This is an optimization exercise on Yosys and OpenROAD, whose aim is small area, a short achievable clock period and few clock cycles per item, not a production implementation. At most, simulation tests tie the RTL to the original design; equivalence was not proved. Function not checked in run 1: the RTL went through the layout flow alone. No activity file was given, so power comes from the tool's default toggle rates.

==> flow/design.v (outline; a module is shown in full before it is edited, if it fits) <==
// module mult_unit: 959 lines
// module mu_fa: 4 lines
// module mu_ha: 4 lines
module mult_unit (
    input  logic        clk_i,
    input  logic        rst_ni,
    input  logic        start_i,
    input  logic [2:0]  op_type_i,
    input  logic [31:0] operand_a_i,
    input  logic [31:0] operand_b_i,
    output logic [31:0] result_o,
    output logic        done_o,
    output logic        exception_valid_o,
    output logic [31:0] exception_cause_o
);
  // ...
==> flow/flow/run.sh <==
#!/bin/bash
# The standard layout, with repair_timing asked for extra setup slack and plain port buffers
bash standard.sh SETUP_SLACK_MARGIN=8.2 "BUFFER_PORTS_ARGS=-buffer_cell sky130_fd_sc_hd__buf_2" finish > standard.log 2>&1
==> flow/standard.sh <==
#!/bin/bash
# synth_recipe.tcl (not shown) runs the flow's synth.tcl, then flattens the netlist and writes it again
# the make line also repeats each setting of config.mk as NAME=value (left out here)
make -C /OpenROAD-flow-scripts/flow DESIGN_CONFIG=/design/flow/config.mk WORK_HOME=/design/flow/orfs CLKGATE_MAP_FILE= SYNTH_SCRIPT=/design/flow/synth_recipe.tcl "${@:-finish}"
==> flow/config.mk <==
export PLATFORM = sky130hd
export DESIGN_NAME = mult_unit
export DESIGN_NICKNAME = mult_unit
export VERILOG_FILES = /design/flow/design.v
export SDC_FILE = /design/flow/constraint.sdc
export NUM_CORES = 4
export LEC_CHECK = 0
export ABC_AREA = 1
export CAP_MARGIN = 20
export CORE_MARGIN = 2
export CORE_UTILIZATION = 60
export SLEW_MARGIN = 20
export SYNTH_HIERARCHICAL = 1
export SYNTH_MINIMUM_KEEP_SIZE = 0
==> flow/constraint.sdc <==
create_clock -name core_clock -period 15.0 [get_ports {clk_i}]
set_input_delay 3.0000 -clock core_clock [delete_from_list [all_inputs] [get_ports {clk_i}]]
set_output_delay 3.0000 -clock core_clock [all_outputs]
set_load 0.01 [all_outputs]
==> impl_metrics.ini, run 1 <==
[layout]
fin_util_pct = 68.7
multi_input_cells = 2107
multi_input_area_share_pct = 74.6
buffer_area_share_pct = 9.59
largest_registers = st_q (127), sel_q (2), done_q (1)
register_area_sq_mm = 0.00261

[synthesis]
synth_top_family_by_area = adder cells
synth_compound_area_share_pct = 15.1
synth_most_common_cell = xor2_1
muxShareOfSynthArea_pct = 0
synth_cell_types = 34
ys_warn_count = 7
netlist_area_sq_mm = 0.0261
synth_edf_count = 0
synth_fa_ha_area_share_pct = 44.5
synthCells = 2662

[clock_network]
cts_made_buffers = 17
cts_setup_buffers = 13
clock_sinks = 130
cts.clk_slew.worst_paths_ns = 0.06

[floorplan]
dieHeight_microns = 212

[power_and_ir_drop]
power.group.top = combinational logic
p_seq_share_pct = 10.8
p_seq_mw = 0.753

[placement]
place_ws_ns = 6.91

[timing]
hold_viol_final = 0

[critical_path]
cpMaxStageDelayCell = o21ai_0

[status]
outcome = no timing/DRC/antenna violations

[route]
top_layer = met5
==> inputs of run 2 (changes only) <==
--- a/flow/design.v
+++ b/flow/design.v
@@ -62,46 +62,52 @@
     mu_fa u_fa9 (.a(pp[31]), .b(pp[63]), .c(pp[95]), .s(fs[9]), .co(fc[9]));
     mu_fa u_fa10 (.a(pp[127]), .b(pp[159]), .c(pp[191]), .s(fs[10]), .co(fc[10]));
     mu_fa u_fa11 (.a(pp[223]), .b(pp[255]), .c(pp[287]), .s(fs[11]), .co(fc[11]));
     mu_ha u_ha7 (.a(pp[319]), .b(pp[351]), .s(hs[7]), .co(hc[7]));
     mu_fa u_fa12 (.a(pp[32]), .b(pp[64]), .c(pp[96]), .s(fs[12]), .co(fc[12]));
     mu_fa u_fa13 (.a(pp[128]), .b(pp[160]), .c(pp[192]), .s(fs[13]), .co(fc[13]));
     mu_fa u_fa14 (.a(pp[224]), .b(pp[256]), .c(pp[288]), .s(fs[14]), .co(fc[14]));
     mu_fa u_fa15 (.a(pp[320]), .b(pp[352]), .c(pp[384]), .s(fs[15]), .co(fc[15]));
-    mu_fa u_fa16 (.a(1'b1), .b(pp[33]), .c(pp[65]), .s(fs[16]), .co(fc[16]));
+    assign fs[16] = ~(pp[33] ^ pp[65]);
+    assign fc[16] = pp[33] | pp[65];
     mu_fa u_fa17 (.a(pp[97]), .b(pp[129]), .c(pp[161]), .s(fs[17]), .co(fc[17]));
     mu_fa u_fa18 (.a(pp[193]), .b(pp[225]), .c(pp[257]), .s(fs[18]), .co(fc[18]));
     mu_fa u_fa19 (.a(pp[289]), .b(pp[321]), .c(pp[353]), .s(fs[19]), .co(fc[19]));
     mu_ha u_ha8 (.a(pp[385]), .b(pp[417]), .s(hs[8]), .co(hc[8]));
-    mu_fa u_fa20 (.a(1'b1), .b(pp[66]), .c(pp[98]), .s(fs[20]), .co(fc[20]));
+    assign fs[20] = ~(pp[66] ^ pp[98]);
+    assign fc[20] = pp[66] | pp[98];
     mu_fa u_fa21 (.a(pp[130]), .b(pp[162]), .c(pp[194]), .s(fs[21]), .co(fc[21]));
     mu_fa u_fa22 (.a(pp[226]), .b(pp[258]), .c(pp[290]), .s(fs[22]), .co(fc[22]));
     mu_fa u_fa23 (.a(pp[322]), .b(pp[354]), .c(pp[386]), .s(fs[23]), .co(fc[23]));
     mu_ha u_ha9 (.a(pp[418]), .b(pp[450]), .s(hs[9]), .co(hc[9]));
     mu_fa u_fa24 (.a(pp[67]), .b(pp[99]), .c(pp[131]), .s(fs[24]), .co(fc[24]));
     mu_fa u_fa25 (.a(pp[163]), .b(pp[195]), .c(pp[227]), .s(fs[25]), .co(fc[25]));
     mu_fa u_fa26 (.a(pp[259]), .b(pp[291]), .c(pp[323]), .s(fs[26]), .co(fc[26]));
     mu_fa u_fa27 (.a(pp[355]), .b(pp[387]), .c(pp[419]), .s(fs[27]), .co(fc[27]));
-    mu_fa u_fa28 (.a(1'b1), .b(pp[100]), .c(pp[132]), .s(fs[28]), .co(fc[28]));
+    assign fs[28] = ~(pp[100] ^ pp[132]);
+    assign fc[28] = pp[100] | pp[132];
     mu_fa u_fa29 (.a(pp[164]), .b(pp[196]), .c(pp[228]), .s(fs[29]), .co(fc[29]));
     mu_fa u_fa30 (.a(pp[260]), .b(pp[292]), .c(pp[324]), .s(fs[30]), .co(fc[30]));
     mu_ha u_ha10 (.a(pp[356]), .b(pp[388]), .s(hs[10]), .co(hc[10]));
     mu_fa u_fa31 (.a(pp[101]), .b(pp[133]), .c(pp[165]), .s(fs[31]), .co(fc[31]));
     mu_fa u_fa32 (.a(pp[197]), .b(pp[229]), .c(pp[261]), .s(fs[32]), .co(fc[32]));
     mu_fa u_fa33 (.a(pp[293]), .b(pp[325]), .c(pp[357]), .s(fs[33]), .co(fc[33]));
-    mu_fa u_fa34 (.a(1'b1), .b(pp[134]), .c(pp[166]), .s(fs[34]), .co(fc[34]));
+    assign fs[34] = ~(pp[134] ^ pp[166]);
+    assign fc[34] = pp[134] | pp[166];
     mu_fa u_fa35 (.a(pp[198]), .b(pp[230]), .c(pp[262]), .s(fs[35]), .co(fc[35]));
     mu_ha u_ha11 (.a(pp[294]), .b(pp[326]), .s(hs[11]), .co(hc[11]));
     mu_fa u_fa36 (.a(pp[135]), .b(pp[167]), .c(pp[199]), .s(fs[36]), .co(fc[36]));
     mu_fa u_fa37 (.a(pp[231]), .b(pp[263]), .c(pp[295]), .s(fs[37]), .co(fc[37]));
-    mu_fa u_fa38 (.a(1'b1), .b(pp[168]), .c(pp[200]), .s(fs[38]), .co(fc[38]));
+    assign fs[38] = ~(pp[168] ^ pp[200]);
+    assign fc[38] = pp[168] | pp[200];
     mu_ha u_ha12 (.a(pp[232]), .b(pp[264]), .s(hs[12]), .co(hc[12]));
     mu_fa u_fa39 (.a(pp[169]), .b(pp[201]), .c(pp[233]), .s(fs[39]), .co(fc[39]));
-    mu_ha u_ha13 (.a(1'b1), .b(pp[202]), .s(hs[13]), .co(hc[13]));
+    assign hs[13] = ~pp[202];
+    assign hc[13] = pp[202];
     mu_ha u_ha14 (.a(neg[8]), .b(pp[16]), .s(hs[14]), .co(hc[14]));
     mu_ha u_ha15 (.a(pp[17]), .b(pp[49]), .s(hs[15]), .co(hc[15]));
     mu_fa u_fa40 (.a(neg[9]), .b(pp[18]), .c(pp[50]), .s(fs[40]), .co(fc[40]));
     mu_ha u_ha16 (.a(pp[82]), .b(pp[114]), .s(hs[16]), .co(hc[16]));
     mu_fa u_fa41 (.a(pp[19]), .b(pp[51]), .c(pp[83]), .s(fs[41]), .co(fc[41]));
     mu_ha u_ha17 (.a(pp[115]), .b(pp[147]), .s(hs[17]), .co(hc[17]));
     mu_fa u_fa42 (.a(neg[10]), .b(pp[20]), .c(pp[52]), .s(fs[42]), .co(fc[42]));
     mu_fa u_fa43 (.a(pp[84]), .b(pp[116]), .c(pp[148]), .s(fs[43]), .co(fc[43]));
@@ -192,32 +198,36 @@
     mu_fa u_fa124 (.a(pp[234]), .b(pp[266]), .c(pp[298]), .s(fs[124]), .co(fc[124]));
     mu_fa u_fa125 (.a(pp[330]), .b(pp[362]), .c(pp[394]), .s(fs[125]), .co(fc[125]));
     mu_fa u_fa126 (.a(pp[426]), .b(pp[458]), .c(pp[490]), .s(fs[126]), .co(fc[126]));
     mu_fa u_fa127 (.a(pp[522]), .b(pp[554]), .c(hs[13]), .s(fs[127]), .co(fc[127]));
     mu_fa u_fa128 (.a(pp[203]), .b(pp[235]), .c(pp[267]), .s(fs[128]), .co(fc[128]));
     mu_fa u_fa129 (.a(pp[299]), .b(pp[331]), .c(pp[363]), .s(fs[129]), .co(fc[129]));
     mu_fa u_fa130 (.a(pp[395]), .b(pp[427]), .c(pp[459]), .s(fs[130]), .co(fc[130]));
     mu_fa u_fa131 (.a(pp[491]), .b(pp[523]), .c(pp[555]), .s(fs[131]), .co(fc[131]));
-    mu_fa u_fa132 (.a(1'b1), .b(pp[236]), .c(pp[268]), .s(fs[132]), .co(fc[132]));
+    assign fs[132] = ~(pp[236] ^ pp[268]);
+    assign fc[132] = pp[236] | pp[268];
     mu_fa u_fa133 (.a(pp[300]), .b(pp[332]), .c(pp[364]), .s(fs[133]), .co(fc[133]));
     mu_fa u_fa134 (.a(pp[396]), .b(pp[428]), .c(pp[460]), .s(fs[134]), .co(fc[134]));
     mu_ha u_ha22 (.a(pp[492]), .b(pp[524]), .s(hs[22]), .co(hc[22]));
     mu_fa u_fa135 (.a(pp[237]), .b(pp[269]), .c(pp[301]), .s(fs[135]), .co(fc[135]));
     mu_fa u_fa136 (.a(pp[333]), .b(pp[365]), .c(pp[397]), .s(fs[136]), .co(fc[136]));
     mu_fa u_fa137 (.a(pp[429]), .b(pp[461]), .c(pp[493]), .s(fs[137]), .co(fc[137]));
-    mu_fa u_fa138 (.a(1'b1), .b(pp[270]), .c(pp[302]), .s(fs[138]), .co(fc[138]));
+    assign fs[138] = ~(pp[270] ^ pp[302]);
+    assign fc[138] = pp[270] | pp[302];
     mu_fa u_fa139 (.a(pp[334]), .b(pp[366]), .c(pp[398]), .s(fs[139]), .co(fc[139]));
     mu_ha u_ha23 (.a(pp[430]), .b(pp[462]), .s(hs[23]), .co(hc[23]));
     mu_fa u_fa140 (.a(pp[271]), .b(pp[303]), .c(pp[335]), .s(fs[140]), .co(fc[140]));
     mu_fa u_fa141 (.a(pp[367]), .b(pp[399]), .c(pp[431]), .s(fs[141]), .co(fc[141]));
-    mu_fa u_fa142 (.a(1'b1), .b(pp[304]), .c(pp[336]), .s(fs[142]), .co(fc[142]));
+    assign fs[142] = ~(pp[304] ^ pp[336]);
+    assign fc[142] = pp[304] | pp[336];
     mu_ha u_ha24 (.a(pp[368]), .b(pp[400]), .s(hs[24]), .co(hc[24]));
     mu_fa u_fa143 (.a(pp[305]), .b(pp[337]), .c(pp[369]), .s(fs[143]), .co(fc[143]));
-    mu_ha u_ha25 (.a(1'b1), .b(pp[338]), .s(hs[25]), .co(hc[25]));
+    assign hs[25] = ~pp[338];
+    assign hc[25] = pp[338];
     mu_ha u_ha26 (.a(neg[5]), .b(pp[10]), .s(hs[26]), .co(hc[26]));
     mu_ha u_ha27 (.a(pp[11]), .b(pp[43]), .s(hs[27]), .co(hc[27]));
     mu_fa u_fa144 (.a(neg[6]), .b(pp[12]), .c(pp[44]), .s(fs[144]), .co(fc[144]));
     mu_ha u_ha28 (.a(pp[76]), .b(pp[108]), .s(hs[28]), .co(hc[28]));
     mu_fa u_fa145 (.a(pp[13]), .b(pp[45]), .c(pp[77]), .s(fs[145]), .co(fc[145]));
     mu_ha u_ha29 (.a(pp[109]), .b(pp[141]), .s(hs[29]), .co(hc[29]));
     mu_fa u_fa146 (.a(neg[7]), .b(pp[14]), .c(pp[46]), .s(fs[146]), .co(fc[146]));
     mu_fa u_fa147 (.a(pp[78]), .b(pp[110]), .c(pp[142]), .s(fs[147]), .co(fc[147]));
@@ -328,25 +338,28 @@
     mu_fa u_fa250 (.a(pp[497]), .b(pp[529]), .c(pp[561]), .s(fs[250]), .co(fc[250]));
     mu_fa u_fa251 (.a(hc[24]), .b(fc[142]), .c(fs[143]), .s(fs[251]), .co(fc[251]));
     mu_fa u_fa252 (.a(pp[370]), .b(pp[402]), .c(pp[434]), .s(fs[252]), .co(fc[252]));
     mu_fa u_fa253 (.a(pp[466]), .b(pp[498]), .c(pp[530]), .s(fs[253]), .co(fc[253]));
     mu_fa u_fa254 (.a(pp[562]), .b(hs[25]), .c(fc[143]), .s(fs[254]), .co(fc[254]));
     mu_fa u_fa255 (.a(pp[339]), .b(pp[371]), .c(pp[403]), .s(fs[255]), .co(fc[255]));
     mu_fa u_fa256 (.a(pp[435]), .b(pp[467]), .c(pp[499]), .s(fs[256]), .co(fc[256]));
     mu_fa u_fa257 (.a(pp[531]), .b(pp[563]), .c(hc[25]), .s(fs[257]), .co(fc[257]));
-    mu_fa u_fa258 (.a(1'b1), .b(pp[372]), .c(pp[404]), .s(fs[258]), .co(fc[258]));
+    assign fs[258] = ~(pp[372] ^ pp[404]);
+    assign fc[258] = pp[372] | pp[404];
     mu_fa u_fa259 (.a(pp[436]), .b(pp[468]), .c(pp[500]), .s(fs[259]), .co(fc[259]));
     mu_ha u_ha32 (.a(pp[532]), .b(pp[564]), .s(hs[32]), .co(hc[32]));
     mu_fa u_fa260 (.a(pp[373]), .b(pp[405]), .c(pp[437]), .s(fs[260]), .co(fc[260]));
     mu_fa u_fa261 (.a(pp[469]), .b(pp[501]), .c(pp[533]), .s(fs[261]), .co(fc[261]));
-    mu_fa u_fa262 (.a(1'b1), .b(pp[406]), .c(pp[438]), .s(fs[262]), .co(fc[262]));
+    assign fs[262] = ~(pp[406] ^ pp[438]);
+    assign fc[262] = pp[406] | pp[438];
     mu_ha u_ha33 (.a(pp[470]), .b(pp[502]), .s(hs[33]), .co(hc[33]));
     mu_fa u_fa263 (.a(pp[407]), .b(pp[439]), .c(pp[471]), .s(fs[263]), .co(fc[263]));
-    mu_ha u_ha34 (.a(1'b1), .b(pp[440]), .s(hs[34]), .co(hc[34]));
+    assign hs[34] = ~pp[440];
+    assign hc[34] = pp[440];
     mu_ha u_ha35 (.a(neg[3]), .b(pp[6]), .s(hs[35]), .co(hc[35]));
     mu_ha u_ha36 (.a(pp[7]), .b(pp[39]), .s(hs[36]), .co(hc[36]));
     mu_fa u_fa264 (.a(neg[4]), .b(pp[8]), .c(pp[40]), .s(fs[264]), .co(fc[264]));
     mu_ha u_ha37 (.a(pp[72]), .b(pp[104]), .s(hs[37]), .co(hc[37]));
     mu_fa u_fa265 (.a(pp[9]), .b(pp[41]), .c(pp[73]), .s(fs[265]), .co(fc[265]));
     mu_ha u_ha38 (.a(pp[105]), .b(pp[137]), .s(hs[38]), .co(hc[38]));
     mu_fa u_fa266 (.a(pp[42]), .b(pp[74]), .c(pp[106]), .s(fs[266]), .co(fc[266]));
     mu_fa u_fa267 (.a(pp[138]), .b(pp[170]), .c(hs[26]), .s(fs[267]), .co(fc[267]));
@@ -439,20 +452,22 @@
     mu_fa u_fa354 (.a(pp[534]), .b(pp[566]), .c(hs[33]), .s(fs[354]), .co(fc[354]));
     mu_fa u_fa355 (.a(fc[260]), .b(fc[261]), .c(fs[262]), .s(fs[355]), .co(fc[355]));
     mu_fa u_fa356 (.a(pp[503]), .b(pp[535]), .c(pp[567]), .s(fs[356]), .co(fc[356]));
     mu_fa u_fa357 (.a(hc[33]), .b(fc[262]), .c(fs[263]), .s(fs[357]), .co(fc[357]));
     mu_fa u_fa358 (.a(pp[472]), .b(pp[504]), .c(pp[536]), .s(fs[358]), .co(fc[358]));
     mu_fa u_fa359 (.a(pp[568]), .b(hs[34]), .c(fc[263]), .s(fs[359]), .co(fc[359]));
     mu_fa u_fa360 (.a(pp[441]), .b(pp[473]), .c(pp[505]), .s(fs[360]), .co(fc[360]));
     mu_fa u_fa361 (.a(pp[537]), .b(pp[569]), .c(hc[34]), .s(fs[361]), .co(fc[361]));
-    mu_fa u_fa362 (.a(1'b1), .b(pp[474]), .c(pp[506]), .s(fs[362]), .co(fc[362]));
+    assign fs[362] = ~(pp[474] ^ pp[506]);
+    assign fc[362] = pp[474] | pp[506];
     mu_ha u_ha39 (.a(pp[538]), .b(pp[570]), .s(hs[39]), .co(hc[39]));
     mu_fa u_fa363 (.a(pp[475]), .b(pp[507]), .c(pp[539]), .s(fs[363]), .co(fc[363]));
-    mu_ha u_ha40 (.a(1'b1), .b(pp[508]), .s(hs[40]), .co(hc[40]));
+    assign hs[40] = ~pp[508];
+    assign hc[40] = pp[508];
     mu_ha u_ha41 (.a(neg[2]), .b(pp[4]), .s(hs[41]), .co(hc[41]));
     mu_ha u_ha42 (.a(pp[5]), .b(pp[37]), .s(hs[42]), .co(hc[42]));
     mu_fa u_fa364 (.a(pp[38]), .b(pp[70]), .c(pp[102]), .s(fs[364]), .co(fc[364]));
     mu_fa u_fa365 (.a(pp[71]), .b(pp[103]), .c(hc[35]), .s(fs[365]), .co(fc[365]));
     mu_fa u_fa366 (.a(pp[136]), .b(hc[36]), .c(hs[37]), .s(fs[366]), .co(fc[366]));
     mu_fa u_fa367 (.a(hc[37]), .b(hs[38]), .c(fc[264]), .s(fs[367]), .co(fc[367]));
     mu_fa u_fa368 (.a(hc[38]), .b(fc[265]), .c(fs[266]), .s(fs[368]), .co(fc[368]));
     mu_fa u_fa369 (.a(fc[266]), .b(fs[268]), .c(fc[267]), .s(fs[369]), .co(fc[369]));
@@ -501,17 +516,18 @@
     mu_fa u_fa412 (.a(fs[354]), .b(fc[352]), .c(fc[353]), .s(fs[412]), .co(fc[412]));
     mu_fa u_fa413 (.a(fs[356]), .b(fc[354]), .c(fc[355]), .s(fs[413]), .co(fc[413]));
     mu_fa u_fa414 (.a(fc[356]), .b(fs[358]), .c(fc[357]), .s(fs[414]), .co(fc[414]));
     mu_fa u_fa415 (.a(fc[358]), .b(fs[360]), .c(fs[361]), .s(fs[415]), .co(fc[415]));
     mu_fa u_fa416 (.a(hs[39]), .b(fc[360]), .c(fs[362]), .s(fs[416]), .co(fc[416]));
     mu_fa u_fa417 (.a(pp[571]), .b(hc[39]), .c(fc[362]), .s(fs[417]), .co(fc[417]));
     mu_fa u_fa418 (.a(pp[540]), .b(pp[572]), .c(hs[40]), .s(fs[418]), .co(fc[418]));
     mu_fa u_fa419 (.a(pp[509]), .b(pp[541]), .c(pp[573]), .s(fs[419]), .co(fc[419]));
-    mu_ha u_ha43 (.a(1'b1), .b(pp[542]), .s(hs[43]), .co(hc[43]));
+    assign hs[43] = ~pp[542];
+    assign hc[43] = pp[542];
     mu_ha u_ha44 (.a(neg[1]), .b(pp[2]), .s(hs[44]), .co(hc[44]));
     mu_ha u_ha45 (.a(pp[3]), .b(pp[35]), .s(hs[45]), .co(hc[45]));
     mu_fa u_fa420 (.a(pp[36]), .b(pp[68]), .c(hs[41]), .s(fs[420]), .co(fc[420]));
     mu_fa u_fa421 (.a(pp[69]), .b(hc[41]), .c(hs[42]), .s(fs[421]), .co(fc[421]));
     mu_fa u_fa422 (.a(hc[42]), .b(hs[35]), .c(fs[364]), .s(fs[422]), .co(fc[422]));
     mu_fa u_fa423 (.a(hs[36]), .b(fc[364]), .c(fs[365]), .s(fs[423]), .co(fc[423]));
     mu_fa u_fa424 (.a(fs[264]), .b(fc[365]), .c(fs[366]), .s(fs[424]), .co(fc[424]));
     mu_fa u_fa425 (.a(fs[265]), .b(fc[366]), .c(fs[367]), .s(fs[425]), .co(fc[425]));
@@ -958,12 +974,37 @@
     assign done_o = done_q;
     assign exception_valid_o = 1'b0;
     assign exception_cause_o = '0;
 endmodule
 module mu_fa (input logic a, input logic b, input logic c, output logic s, output logic co);
     assign s  = a ^ b ^ c;
     assign co = (a & b) | (a & c) | (b & c);
 endmodule
+module mu_pp_lo (input logic [2:0] b, input logic [17:0] am, output logic [16:0] pp, output logic neg);
+    logic one, two;
+    assign one = b[1] ^ b[0];
+    assign two = (b[2] & ~b[1] & ~b[0]) | (~b[2] & b[1] & b[0]);
+    assign neg = b[2] & ~(b[1] & b[0]);
+    genvar i;
+    generate
+        for (i = 0; i < 17; i = i + 1) begin : g_bit
+            assign pp[i] = ((one & am[i+1]) | (two & am[i])) ^ neg;
+        end
+    endgenerate
+endmodule
+module mu_pp_hi (input logic [2:0] b, input logic [16:0] am, output logic [16:0] pp);
+    logic one, two, neg;
+    assign one = b[1] ^ b[0];
+    assign two = (b[2] & ~b[1] & ~b[0]) | (~b[2] & b[1] & b[0]);
+    assign neg = b[2] & ~(b[1] & b[0]);
+    genvar i;
+    generate
+        for (i = 0; i < 16; i = i + 1) begin : g_bit
+            assign pp[i] = ((one & am[i+1]) | (two & am[i])) ^ neg;
+        end
+    endgenerate
+    assign pp[16] = ~(((one | two) & am[16]) ^ neg);
+endmodule
 module mu_ha (input logic a, input logic b, output logic s, output logic co);
     assign s  = a ^ b;
     assign co = a & b;
 endmodule
==> flow/flow/run.sh (replaced) <==
#!/bin/bash
# The standard layout, with repair_timing asked for extra setup slack and plain port buffers
bash standard.sh SETUP_SLACK_MARGIN=8.0 "BUFFER_PORTS_ARGS=-buffer_cell sky130_fd_sc_hd__buf_2" finish > standard.log 2>&1
==> flow/config.mk (replaced) <==
export PLATFORM = sky130hd
export DESIGN_NAME = mult_unit
export DESIGN_NICKNAME = mult_unit
export VERILOG_FILES = /design/flow/design.v
export SDC_FILE = /design/flow/constraint.sdc
export NUM_CORES = 4
export LEC_CHECK = 0
export ABC_AREA = 1
export CAP_MARGIN = 20
export CORE_MARGIN = 2
export CORE_UTILIZATION = 70
export SLEW_MARGIN = 20
export SYNTH_HIERARCHICAL = 1
export SYNTH_MINIMUM_KEEP_SIZE = 0
==> run 2 against run 1 <==
Against the previous run: synthesized cell count increased by 0.56%; core utilization increased by 7.7 points; sequential cell count unchanged; count of clock-buffer cells in the layout decreased by 1; routed wire length decreased by 19%; area after synthesis decreased by 0.42%; combinational power decreased by 5.1%; sequential share of layout area increased by 0.51 points; setup slack got worse by 0.14 ns; sequential power decreased by 2%; power decreased by 5.2%; critical path depth increased by 2; critical endpoint is now st_q[78]; largest cell class unchanged; largest power group unchanged.
==> impl_metrics.ini, run 2 <==
[layout]
final_common_cell = xor2_1
drive_gt1_share_pct = 12.0
final_area_sq_mm = 0.0279
multiInputGateArea_sq_mm = 0.0215
fin_util_pct = 76.4
layout.cells.non_filler = 3134
layout_common_cells = xor2_1, o22ai_1, fa_1
regMostFlops = st_q
fin_nets = 3335
largest_registers = st_q (127), sel_q (2), done_q (1)
largest_register_ffs = 127
register_area_sq_mm = 0.00261
fillers = 2596
syn_to_final_growth_pct = 7.58

[synthesis]
yosysTopAreaCell = fa_1
netlist_top_cells_count = xor2_1, o22ai_1, fa_1, inv_1, dfxtp_1
synth_seq_cells = 130
synth_top_area_share_pct = 38.6
synthArstFlopShare_pct = 0.769
ys_warn_count = 7
synthCells = 2677
synthTopCellsByArea = fa_1, xor2_1, o22ai_1, dfxtp_1, ha_1
ys_seq_area_share_pct = 10.1
synth_most_common_cell = xor2_1
synth_edf_count = 0
synth_cell_types = 35
netlist_area_sq_mm = 0.0259
ys.flop_type = dfxtp_1
avgSynthCellArea_sq_um = 9.69

[timing]
rsz0062_at_grt = yes
relSlewSlack_pct = 33.9
hold_viol_final = 0
setup_viol = 0
finalSetupTns_ns = 0
finalCriticalPeriod_ns = 6.98
finalCritPeriodShare_pct = 46.5
fmax_ghz = 0.143
setup_ws_ns = 8.02
tightest_slew_ns = 0.981
slew_violations = 0

[power_and_ir_drop]
irDropWorstVdd_v = 0.000285
p_leak_nw = 12.2
power.internal_mw = 3.22
switching_share_pct = 51.1
powerDensity_mw_per_mm2 = 236
p_seq_share_pct = 11.2
p_clk_share_pct = 6.5
combPwrFrac_pct = 82.3
p_switching_mw = 3.37

[floorplan]
dieHeight_microns = 197
start_util_pct = 71.0
core_region_area_sq_mm = 0.0365
io_pins = 136
dieArea_sq_mm = 0.0386
die_width_microns = 197
rows = 70

[critical_path]
crit_path_cell_trace = buf_2 -> buf_12 -> nor2_1 -> nor2_4 -> clkinvlp_4 -> buf_4 -> o22ai_1 -> xor2_1 -> fa_1 -> fa_1 -> fa_1 -> fa_1 -> fa_1 -> fa_1
path_depth = 14
worstPathMaxFanout = 36
cpMostUsedCell = fa_1
cp-end-kind = flip-flop
crit_path_max_incr_delay_ns = 0.54
timing.critical_path.buf_inv = 4
critical_path_required_ns = 15.35
cp_top_family = adder cells
crit_arrival_ns = 7.33
cpMaxStageDelayCell = fa_1
crit_type = input pin to flip-flop
setup.worst_path.start_class = input pin

[placement]
hpwl_microns = 58200
place_ws_ns = 6.85
place.gp.congestion = 0.998
io_buffers = 102
place_inst = 3056
postPlaceCellArea_sq_mm = 0.0265

[clock_network]
cts_made_buffers = 17
clock_sinks = 130
cts.path.max_buffers = 2
clockRootBuffer = clkbuf_16
cts.clk_slew.worst_paths_ns = 0.07
tritoncts = done
h-tree-depth = 4

[global_routing]
grt_pass1_vias = 23400
grt_pass1_wl_microns = 133000
grt_use_total_pct = 46.3
overflow = 0
antenna_found_initial = 0
grt_max_degree = 41

[status]
outcome = no timing/DRC/antenna violations

[route]
wl_met1_microns = 31000
routed_wl_microns = 88100
met2_length_microns = 39300
top_layer = met4
viasPerCell = 7.10
drcViolationCount = 0
wl_met3_microns = 11700
antenna_left = 0
dr.pass1.iters = 7
via_count = 22300
post_drt_wl_per_cell_microns = 28.1
drt_iter0_markers = 2873

[worst_hold_path]
hold_path_class = input pin to asynchronous set/reset pin

[flow_run]
cap_violations = 0
-- run 2: power groups by stage --
stage | combinational, mW | clock [mW] | sequential, mW
floorplan | 3.53 | 0 | 0.714
finish | 5.42 | 0.430 | 0.736
global placement | 5.08 | 0 | 0.739
global route | 6.06 | 0.443 | 0.750
detailed placement | 5.31 | 0 | 0.742
CTS | 5.37 | 0.429 | 0.735
-- run 2: what timing repair did --
item	in CTS	in global routing
hold buffers	0	0
endpoints found under the setup margin	67	45
buffers inserted	25	12
cloned	2	5
pin swaps	3	4
gates resized for setup	65	61
-- run 2: layout make-up --
cell class	instances	area share, %
repair buffers	220	6.46
clock buffers	18	1.57
diodes	2	0.0179
flip-flops and latches	130	9.34
repair inverters	3	0.0717
clock inverters	14	0.457
multi-input cells	2082	77.2
inverters	197	2.81
well taps	468	2.10
-- run 2: through the flow --
stage	hold slack (ns)	power [mW]
finish	2.29	6.59
global route	2.28	7.25
CTS	2.29	6.54
detailed placement	2.78	6.06
global placement	2.78	5.82
floorplan	2.70	4.24
-- run 2: routing by layer --
layer  up-vias  GRT usage, %
met3       508          14.2
li1       8870             -
met4         0          29.2
met1     11000          58.7
met5         -             0
met2      1914          69.8
-- run 2: cells by family (layout without fill, tap and decap cells) --
logic type | count (synthesis) | in the layout | share of synthesized area, %
compound gates | 637 | 638 | 15.2
xor+xnor | 557 | 557 | 18.8
simple gates | 240 | 240 | 3.78
buf+inv | 498 | 452 | 8.04
other cells | 1 | 35 | 0.0145
flops | 130 | 130 | 10.1
fa+ha+maj | 614 | 614 | 44.1
-- run 2: worst paths after layout --
kind                                 start       end  slack [ns]
min in group core_clock       op_type_i[2]  sel_q[1]        2.63
max in group asynchronous           rst_ni    done_q       12.63
worst max-delay path       operand_b_i[19]  st_q[78]        8.02
worst min-delay path                rst_ni    done_q        2.29
-- run 2: Yosys stat by module (local to each module, per instance) --
module | times used | flip-flops and latches | area, sq um | cells inside
mult_unit | 1 | 130 | 16000 | 2167
mu_fa | 469 | 0 | 20.0 | 1
mu_ha | 41 | 0 | 12.5 | 1
Testbench counts of run 2, summed over its fixed seeds: cycles 1,608, ops 1,600.
==> inputs of run 3 (changes only) <==
--- a/flow/config.mk
+++ b/flow/config.mk
@@ -8,7 +8,9 @@
 export ABC_AREA = 1
 export CAP_MARGIN = 20
 export CORE_MARGIN = 2
-export CORE_UTILIZATION = 70
+export CORE_UTILIZATION = 60
+export CTS_BUF_LIST = sky130_fd_sc_hd__clkbuf_8
+export CTS_CLUSTER_SIZE = 40
 export SLEW_MARGIN = 20
 export SYNTH_HIERARCHICAL = 1
 export SYNTH_MINIMUM_KEEP_SIZE = 0
==> run 3 against run 2 <==
Against the previous run: combinational power decreased by 3%; core utilization decreased by 12 points; sequential share of layout area increased by 0.087 points; fmax increased by 0.60%; first-iteration DRC count decreased by 16%; critical endpoint is now st_q[70]; critical path type unchanged; power decreased by 3.9%.
==> impl_metrics.ini, run 3 <==
[timing]
finalSetupTns_ns = 0
slew_violations = 0
tightest_slew_ns = 1.09
rsz0062_at_grt = yes
relSlewSlack_pct = 26.8
fmax_ghz = 0.144
finalCriticalPeriod_ns = 6.94
setup_viol = 0
hold_viol_final = 0
finalHoldWorstSlack_ns = 2.19
finalCritPeriodShare_pct = 46.3

[power_and_ir_drop]
p_leak_nw = 12.0
irDropWorstVdd_v = 0.000229
powerDensity_mw_per_mm2 = 229

[worst_hold_path]
hold_path_class = input pin to asynchronous set/reset pin

[global_routing]
grt_pass1_vias = 22600
grt_pass1_wl_microns = 137000
overflow = 0
antenna_found_initial = 1
grt_max_degree = 41
grt_use_total_pct = 41.9

[clock_network]
cts_made_buffers = 17
hold_buffers = 0
clockRootBuffer = clkbuf_8
h-tree-depth = 4
cts.clk_slew.worst_paths_ns = 0.08
clock_sinks = 130
tritoncts = done
cts.path.max_buffers = 2

[status]
outcome = no timing/DRC/antenna violations

[placement]
io_buffers = 102
hpwl_microns = 61300
place.gp.congestion = 0.954
postPlaceCellArea_sq_mm = 0.0266

[critical_path]
setup.worst_path.start_class = input pin
crit_type = input pin to flip-flop
cpMostUsedCell = fa_1
cp-end-kind = flip-flop
critical_path_required_ns = 15.45
crit_arrival_ns = 7.39
worstPathMaxFanout = 36
crit_path_cell_trace = buf_2 -> buf_12 -> inv_1 -> o21ai_2 -> buf_4 -> o22ai_1 -> xor2_1 -> fa_1 -> fa_1 -> fa_1 -> fa_1 -> fa_1 -> fa_1
crit_path_max_incr_delay_ns = 0.52
cpMaxStageDelayCell = fa_1

[synthesis]
ys.flop_type = dfxtp_1
netlist_top_cells_count = xor2_1, o22ai_1, fa_1, inv_1, dfxtp_1
ys_seq_area_share_pct = 10.1
synth_most_common_cell = xor2_1
synth_seq_cells = 130
synthArstFlopShare_pct = 0.769
synth_cell_types = 35
synth_top_area_share_pct = 38.6
synthCells = 2677
yosysTopAreaCell = fa_1
synthTopCellsByArea = fa_1, xor2_1, o22ai_1, dfxtp_1, ha_1
ys_warn_count = 7
synth_edf_count = 0
avgSynthCellArea_sq_um = 9.69
netlist_area_sq_mm = 0.0259

[layout]
final_area_sq_mm = 0.0277
fin_util_pct = 64.5
largest_register_ffs = 127
fin_nets = 3320
largest_registers = st_q (127), sel_q (2), done_q (1)
antenna_cells = 0
layout_common_cells = xor2_1, o22ai_1, fa_1
final_common_cell = xor2_1
regMostFlops = st_q
drive_gt1_share_pct = 11.2
syn_to_final_growth_pct = 6.59
fillers = 3610

[route]
dr.pass1.iters = 6
antenna_left = 0
drt_iter0_markers = 2423
viasPerCell = 6.69
via_count = 21600
drcViolationCount = 0
post_drt_wl_per_cell_microns = 27.9
routed_wl_microns = 90300

[flow_run]
cap_violations = 0

[floorplan]
io_pins = 136
die_width_microns = 212
dieArea_sq_mm = 0.0449
dieHeight_microns = 212
rows = 76
core_region_area_sq_mm = 0.0429
start_util_pct = 60.5
[run 3: cell counts after synthesis]
Identical to the previous run, type by type.
[run 3: critical path: cells and delay by family]
family	cells	cell delay (ns)
xor+xnor	1	0.24
fa+ha+maj	6	2.77
compound gates	2	0.31
buf+inv	4	1.00
[run 3: stage by stage]
step	std cells	setup WS, ns	power, mW
floorplan	2709	8.08	4.24
global placement	3177	6.80	5.81
detailed placement	3177	6.88	5.99
CTS	3223	7.99	6.35
global route	3231	7.91	7.06
finish	3231	8.06	6.33
[run 3: area by class of cell]
class,count,area [sq um],share of cell area (%)
multi-input combinational,2081,21500,77.8
sequential,130,2610,9.43
timing repair buffer,209,1620,5.87
inverter,197,767,2.77
tap,585,732,2.65
clock buffer,19,262,0.946
clock inverter,10,136,0.493
[run 3: cell families (layout without fill, tap and decap cells)]
kind of cell	count (synthesis)	count (layout)	share of synthesized area, %
AO/OA/AOI/OAI	637	637	15.2
adder cells (fa/ha/maj)	614	614	44.1
XOR/XNOR	557	557	18.8
buffers and inverters	498	435	8.04
AND/OR/NAND/NOR	240	240	3.78
flip-flops	130	130	10.1
other	1	33	0.0145
[run 3: modules after synthesis, one instance, submodules excluded]
| module | times used | flops+latches |
|---|---|---|
| mult_unit | 1 | 130 |
| mu_fa | 469 | 0 |
| mu_ha | 41 | 0 |
[run 3: worst max path at each step]
stage | from | end | cells after the start
final | operand_b_i[15] | st_q[70] | 13
after floorplan | operand_b_i[5] | st_q[70] | 13
after CTS | operand_b_i[3] | st_q[70] | 15
after global routing | st_q[17] | result_o[31] | 22
after global placement | operand_b_i[11] | st_q[64] | 14
after detailed placement | operand_b_i[19] | st_q[70] | 13
[run 3: what timing repair did]
item	CTS	global route
pin swaps	5	3
gates resized for setup	45	52
endpoints found under the setup margin	65	58
buffers inserted	17	8
[run 3: metal layers]
layer	global-route usage, %	share of wire [%]	up-vias
li1	-	-	8831
met1	54.0	37	10900
met2	62.7	45	1511
met3	12.1	12	352
met4	25.0	6.0	2
met5	0	0.020	-
[run 3: where the power goes]
group | switching [mW] | internal [mW]
logic | 2.99 | 2.26
registers | 0.0909 | 0.650
clock network | 0.171 | 0.170

## separate check: timing with driven ports
The results above use ideal ports. As a check the final layouts listed here were re-extracted and re-timed, cells and wires unchanged. Step 1: set_driving_cell puts a clkbuf_16 on clk_i and a buf_2 on each other input, an assumption about the parent block. Step 2 also shifts input and output timing later by t, the mid clock arrival at the registers, as if the neighbouring blocks saw the same clock. Three values: no drivers, after step 1, after step 2; two values: the first two.
| run | shift t [ns] | slack for setup (ns) | hold WS [ns] | worst setup path at the end | worst slew at a driven data input, ns |
|---|---|---|---|---|---|
| run 1 | 0.522 | 8.158 / 8.194 / 7.672 | 2.296 / 2.268 / 2.790 | input to register | 0.05 |
| run 2 | 0.528 | 8.019 / 8.055 / 7.527 | 2.291 / 2.254 / 2.781 | input to register | 0.06 |
| run 3 | 0.617 | 8.061 / 8.090 / 7.473 | 2.193 / 2.163 / 2.780 | input to register | 0.05 |
After both steps setup and hold are still met in every run listed. The setup slack of run 3, which loses most, moves by +0.029 ns with the drivers and by -0.588 ns with both steps.
